What follows belongs to an exercise in optimizing a design on an open flow for small area; a production flow would make more cautious choices.
RTL that was checked went through simulation tests only; none was proved equivalent to the original.
Power is estimated from default activity; no workload was simulated. The clock port is modelled as an ideal driver; clocking choices that lean on that would not hold on a real chip.

Design cic_filter, start of the top module:
module cic_filter# (
parameter INPUT_DATA_WIDTH = 16,
parameter DECIMATION_RATIO_R = 2048,
parameter NUMBER_OF_STAGES_N = 5,
parameter OUTPUT_DATA_WIDTH = 32
)(
    input wire i_clk,
    input wire i_resetn,
    input wire signed [INPUT_DATA_WIDTH - 1 : 0] i_data,
    output wire o_clk,
    output reg signed [OUTPUT_DATA_WIDTH - 1 : 0] o_data
);
clock: 6.0 ns
lec_check: 0
cap_margin: 20
core_margin: 2
core_utilization: 40
cts_buf_list: sky130_fd_sc_hd__clkbuf_8
cts_cluster_diameter: 40
cts_cluster_size: 12
slew_margin: 20
run.sh (not shown) runs the stock make flow with config.mk's settings and CLKGATE_MAP_FILE= SYNTH_SCRIPT=/design/flow/synth_recipe.tcl, a recipe that flattens the netlist after the stock synthesis.
The baseline completed with no timing, DRC or antenna violations.
==> next run, changes <==
==> flow/flow/run.sh (new file) <==
#!/bin/bash
# Own layout flow: the standard ORFS flow (standard synthesis unchanged) with
#  - a clock tree of clkbuf_16 sink buffers on larger clusters and no dummy loads,
#  - the port buffers made with buf_1 instead of the default cell.
set -euo pipefail
cd "$(dirname "$0")/.."
CTS="-sink_clustering_enable -repair_clock_nets -buf_list sky130_fd_sc_hd__clkbuf_16"
CTS="$CTS -sink_clustering_size ${CTS_SIZE:-32} -sink_clustering_max_diameter ${CTS_DIAM:-120} -dont_use_dummy_load"
bash standard.sh "CTS_ARGS=$CTS" "BUFFER_PORTS_ARGS=-buffer_cell sky130_fd_sc_hd__buf_1" finish > standard_flow.log 2>&1
test -f out/final.def
==> flow/standard.sh (new file) <==
#!/bin/bash
# synth_recipe.tcl (not shown) runs the flow's synth.tcl, then flattens the netlist and writes it again
# the make line also repeats each setting of config.mk as NAME=value (left out here)
make -C /OpenROAD-flow-scripts/flow DESIGN_CONFIG=/design/flow/config.mk WORK_HOME=/design/flow/orfs CLKGATE_MAP_FILE= SYNTH_SCRIPT=/design/flow/synth_recipe.tcl "${@:-finish}"
Settings changed: CTS_BUF_LIST sky130_fd_sc_hd__clkbuf_8 to default, CTS_CLUSTER_DIAMETER 40 to default, CTS_CLUSTER_SIZE 12 to default.
removed: flow/run.sh
=> The changed run went through all stages and came out clean. Global-route usage is lower by 0.59 points. Cell count is lower by 5.8%. Power is lower by about 12%. Hold slack hardly moves. Die area stays the same. Via count is lower by 4.6%. Wire length is lower by about 5.5%.
No functional check of the RTL was part of any run of this note.


The RTL this note starts from:
==> flow/design.v <==
`timescale 1ns / 1ps
`default_nettype none
module cic_filter# (
parameter INPUT_DATA_WIDTH = 16,
parameter DECIMATION_RATIO_R = 2048,
parameter NUMBER_OF_STAGES_N = 5,
parameter OUTPUT_DATA_WIDTH = 32
)(
    input wire i_clk,
    input wire i_resetn,
    input wire signed [INPUT_DATA_WIDTH - 1 : 0] i_data,
    output wire o_clk,
    output reg signed [OUTPUT_DATA_WIDTH - 1 : 0] o_data
);
localparam W  = 71;      
localparam S0 = 11;      
localparam SW = 12;
localparam NS = 6;       
localparam QL = 252;     
localparam QW = QL - 40;  
localparam [W-1:0] K_B5 = 71'h0459c315ab030000;
localparam [W-1:0] P_S1 = 71'h040f37671356000000;
localparam [W-1:0] P_S2 = 71'h53d949b42000000000;
localparam [W-1:0] P_S3 = 71'h084007c00000000000;
localparam [W-1:0] P_S4 = 71'h5fe000000000000000;
localparam [4*W-1:0] P_S = {P_S4, P_S3, P_S2, P_S1};
function integer slc;
    input integer b;
    slc = (b < S0) ? 0 : 1 + (b - S0) / SW;
endfunction
function integer slo;
    input integer s;
    slo = (s == 0) ? 0 : S0 + (s - 1) * SW;
endfunction
reg [10:0] r_cnt;
always @(posedge i_clk or negedge i_resetn) begin
    if (~i_resetn) r_cnt <= 11'd0;
    else           r_cnt <= r_cnt + 11'd1;
end
assign o_clk = r_cnt[10];
reg r_ready, r_run;
always @(posedge i_clk or negedge i_resetn) begin
    if (~i_resetn) begin
        r_ready <= 1'b0;
        r_run   <= 1'b0;
    end else begin
        r_ready <= r_ready | r_cnt[9];
        r_run   <= 1'b1;
    end
end
reg [NS-1:0] r_dump;
always @(posedge i_clk or negedge i_resetn) begin
    if (~i_resetn) r_dump <= 0;
    else           r_dump <= {r_dump[NS-2:0], r_cnt == 11'd1021};
end
localparam XH = 16 - S0;      
wire [15:0]  w_xu = {~i_data[15], i_data[14:0]};
reg [XH-1:0] r_xd1;           
always @(posedge i_clk or negedge i_resetn) begin
    if (~i_resetn) r_xd1 <= 0;
    else           r_xd1 <= w_xu[15:S0];
end
reg  [4*W-1:0] r_int;
reg  [W-1:0]   r_b5;
reg  [5*NS-1:0] r_cy;        
wire [5*W-1:0] w_acc = {r_b5, r_int};
wire [5*W-1:0] w_sum;
wire [5*W-1:0] w_co;
wire [NS-1:0]  w_keep = ~r_dump;
genvar gi, gb;
generate
    for (gi = 0; gi < 5; gi = gi + 1) begin : INT
        for (gb = 0; gb < W; gb = gb + 1) begin : BIT
            wire a, b, ci;
            if (gi == 4)
                assign a = r_run ? (w_acc[W*gi + gb] & w_keep[slc(gb)]) : K_B5[gb];
            else
                assign a = w_acc[W*gi + gb];
            if (gi == 0) begin
                if (gb < S0)        assign b = w_xu[gb];
                else if (gb < 16)   assign b = r_xd1[gb - S0];
                else                assign b = 1'b0;
            end else begin
                assign b = w_acc[W*(gi-1) + gb];
            end
            if (gb == 0)
                assign ci = 1'b0;
            else if (gb == slo(slc(gb)))
                assign ci = r_cy[NS*gi + slc(gb)];
            else
                assign ci = w_co[W*gi + gb - 1];
            assign w_sum[W*gi + gb] = a ^ b ^ ci;
            assign w_co[W*gi + gb]  = (a & b) | (a & ci) | (b & ci);
        end
    end
endgenerate
integer ii, ss;
always @(posedge i_clk or negedge i_resetn) begin
    if (~i_resetn) begin
        r_int <= 0;
        r_cy <= 0;
    end else begin
        r_int <= w_sum[4*W-1:0];
        for (ii = 0; ii < 5; ii = ii + 1)
            for (ss = 1; ss < NS; ss = ss + 1)
                r_cy[NS*ii + ss] <= w_co[W*ii + slo(ss) - 1];
    end
end
always @(posedge i_clk)
    r_b5 <= w_sum[5*W-1:4*W];
localparam CL = W - NS + 1;   
reg  [QL-1:0] r_q;
reg  [CL-1:0] w_cap_nxt;
wire w_qin, w_res;
integer pp, s2;
always @* begin
    for (pp = 0; pp < CL; pp = pp + 1) begin
        w_cap_nxt[pp] = r_q[pp+1];
        for (s2 = 0; s2 < NS; s2 = s2 + 1)
            if ((slc(pp + s2) == s2) && (pp + s2 < W))
                w_cap_nxt[pp] = w_cap_nxt[pp] | (r_dump[s2] & r_b5[pp + s2]);
    end
end
always @(posedge i_clk)
    r_q <= {w_qin, r_q[QL-1:QW+2], w_qwr ? w_res : r_q[QW+1], r_q[QW:CL+1], w_cap_nxt};
wire w_first = (r_cnt == 11'd1023);
wire w_lo    = (r_cnt >= 11'd1023) && (r_cnt <= 11'd1086);
wire w_hi    = (r_cnt >= 11'd1087) && (r_cnt <= 11'd1093);
wire w_qwr   = (r_cnt >= 11'd1062) && (r_cnt <= 11'd1093);
reg [63:0] r_la [0:3];
reg [7:0]  r_lb [0:3];
reg [3:0]  r_br;              
wire [4:0] w_n;               
wire [3:0] w_s;
wire [3:0] w_bo;
assign w_n[0] = r_q[0];
genvar gj;
generate
    for (gj = 0; gj < 4; gj = gj + 1) begin : COMB
        assign w_s[gj] = w_hi ? r_lb[gj][0] : r_la[gj][0];
        wire nb = ~w_s[gj];
        wire [63:0] w_paw = {P_S[W*gj], P_S[W*gj + 1 +: 63]};
        wire [7:0]  w_pbw = {P_S[W*gj + 64], 1'b0, P_S[W*gj + 65 +: 6]};
        wire w_pa = w_paw[r_cnt[5:0]];
        wire w_pb = w_pbw[r_cnt[2:0]];
        wire ci = w_first | r_br[gj];
        assign w_n[gj+1] = w_n[gj] ^ nb ^ ci;
        assign w_bo[gj]  = (w_n[gj] & nb) | (w_n[gj] & ci) | (nb & ci);
        always @(posedge i_clk) begin
            r_br[gj]  <= w_bo[gj];
            r_la[gj]  <= {w_lo ? w_n[gj] : (r_ready ? r_la[gj][0] : w_pa), r_la[gj][63:1]};
            r_lb[gj]  <= {w_hi ? w_n[gj] : (r_ready ? r_lb[gj][0] : w_pb), r_lb[gj][7:1]};
        end
    end
endgenerate
wire w_qclr = ~r_ready
            | ((r_cnt >= 11'd1023) && (r_cnt <= 11'd1093))    
            | ((r_cnt >= 11'd75)   && (r_cnt <= 11'd106));    
assign w_qin = ~w_qclr & r_q[0];
assign w_res = w_n[4] ^ (r_cnt == 11'd1093);
always @(posedge i_clk or negedge i_resetn) begin
    if (~i_resetn)
        o_data <= 0;
    else if (r_cnt == 11'd2047)
        o_data <= r_q[107:76];
end
endmodule
export LEC_CHECK = 0
export ABC_AREA = 1
export CAP_MARGIN = 20
export CORE_MARGIN = 2
export CORE_UTILIZATION = 40
export SLEW_MARGIN = 20
create_clock -name core_clock -period 6.0 [get_ports {i_clk}]
standard.sh (not shown) runs the stock make flow with config.mk's settings and CLKGATE_MAP_FILE= SYNTH_SCRIPT=/design/flow/synth_recipe.tcl, a recipe that flattens the netlist after the stock synthesis.
==> flow/flow/run.sh <==
#!/bin/bash
# Own layout flow: the standard ORFS flow, with
#  - the standard synthesis unchanged (bash standard.sh synth), followed by
#    fa_polarity.py, which only moves inverters around full-adder cells
#    (flip-flops untouched), and the netlist is read into the flow again;
#  - a clock tree of clkbuf_16 sink buffers on larger clusters (clkbuf_8 above
#    them), no dummy loads;
#  - the port buffers made with buf_1.
# Each tool's output goes to a log file in this folder.
set -euo pipefail
cd "$(dirname "$0")/.."
R="$PWD/orfs/results/$FLOW_PLATFORM/cic_filter/base"
CTS="-sink_clustering_enable -repair_clock_nets -buf_list sky130_fd_sc_hd__clkbuf_8 -root_buf sky130_fd_sc_hd__clkbuf_8 -sink_clustering_buffer sky130_fd_sc_hd__clkbuf_16"
CTS="$CTS -sink_clustering_size 30 -sink_clustering_max_diameter 150 -dont_use_dummy_load"
ARGS=("CTS_ARGS=$CTS" "BUFFER_PORTS_ARGS=-buffer_cell sky130_fd_sc_hd__buf_1")

bash standard.sh "${ARGS[@]}" synth > flow_synth.log 2>&1
cp "$R/1_2_yosys.v" "$R/1_2_yosys_standard.v"
python3 flow/fa_polarity.py "$R/1_2_yosys_standard.v" "$R/1_2_yosys.v" > flow_fa_polarity.log 2>&1
touch "$R/1_2_yosys.v"
bash standard.sh "${ARGS[@]}" finish > flow_layout.log 2>&1
test -f out/final.def
Other scripts of this flow, unchanged in this note and not shown: flow/flow/fa_polarity.py
Edit:
ABC_AREA = not set   (was 1)
After rerunning: The new run completed without violations. Die area is about the same. Power barely changes. Cell count went down by 6.5%. Utilization goes down by 0.14 points. Clock skew rises by 0.033 ns. Setup slack gets worse by 0.17 ns.

what the ideal ports hide:
No port has a modelled driver above. Below, the same layouts with a new extraction and two added sets of constraints.
Step 1: set_driving_cell puts a clkbuf_16 on i_clk and a buf_2 on each other input, an assumption about the parent block.
Step 2 adds t to the input delays and takes it off the output delays; t is the mean of the earliest and latest rising clock arrival at the registers after step 1. Input paths then give back, and output paths get back, about the clock's delay inside the block.
Slacks: ideal / step 1 / step 2; pairs: ideal / step 1.
run | shift t [ns] | slack for setup (ns) | worst hold slack (ns) | slew at the worst register clock pin (ns)
the first run of note 1 | 0.780 | 0.201 / 0.201 / -0.246 | 0.301 / 0.301 / 0.301 | 0.08 / 0.08
the second run of note 1 | 0.614 | 0.168 / 0.168 / 0.104 | 0.302 / 0.302 / 0.302 | 0.12 / 0.12
the first run of note 2 | 0.718 | 0.369 / 0.369 / 0.369 | 0.313 / 0.313 / 0.313 | 0.12 / 0.12
the second run of note 2 | 0.725 | 0.197 / 0.197 / 0.197 | 0.266 / 0.266 / 0.266 | 0.11 / 0.11
With both steps, setup timing fails in the first run of note 1, where it was met with ideal ports. For the first run of note 1, which loses most, drivers alone change the setup slack by 0.000 ns; drivers and shift together by -0.447 ns.
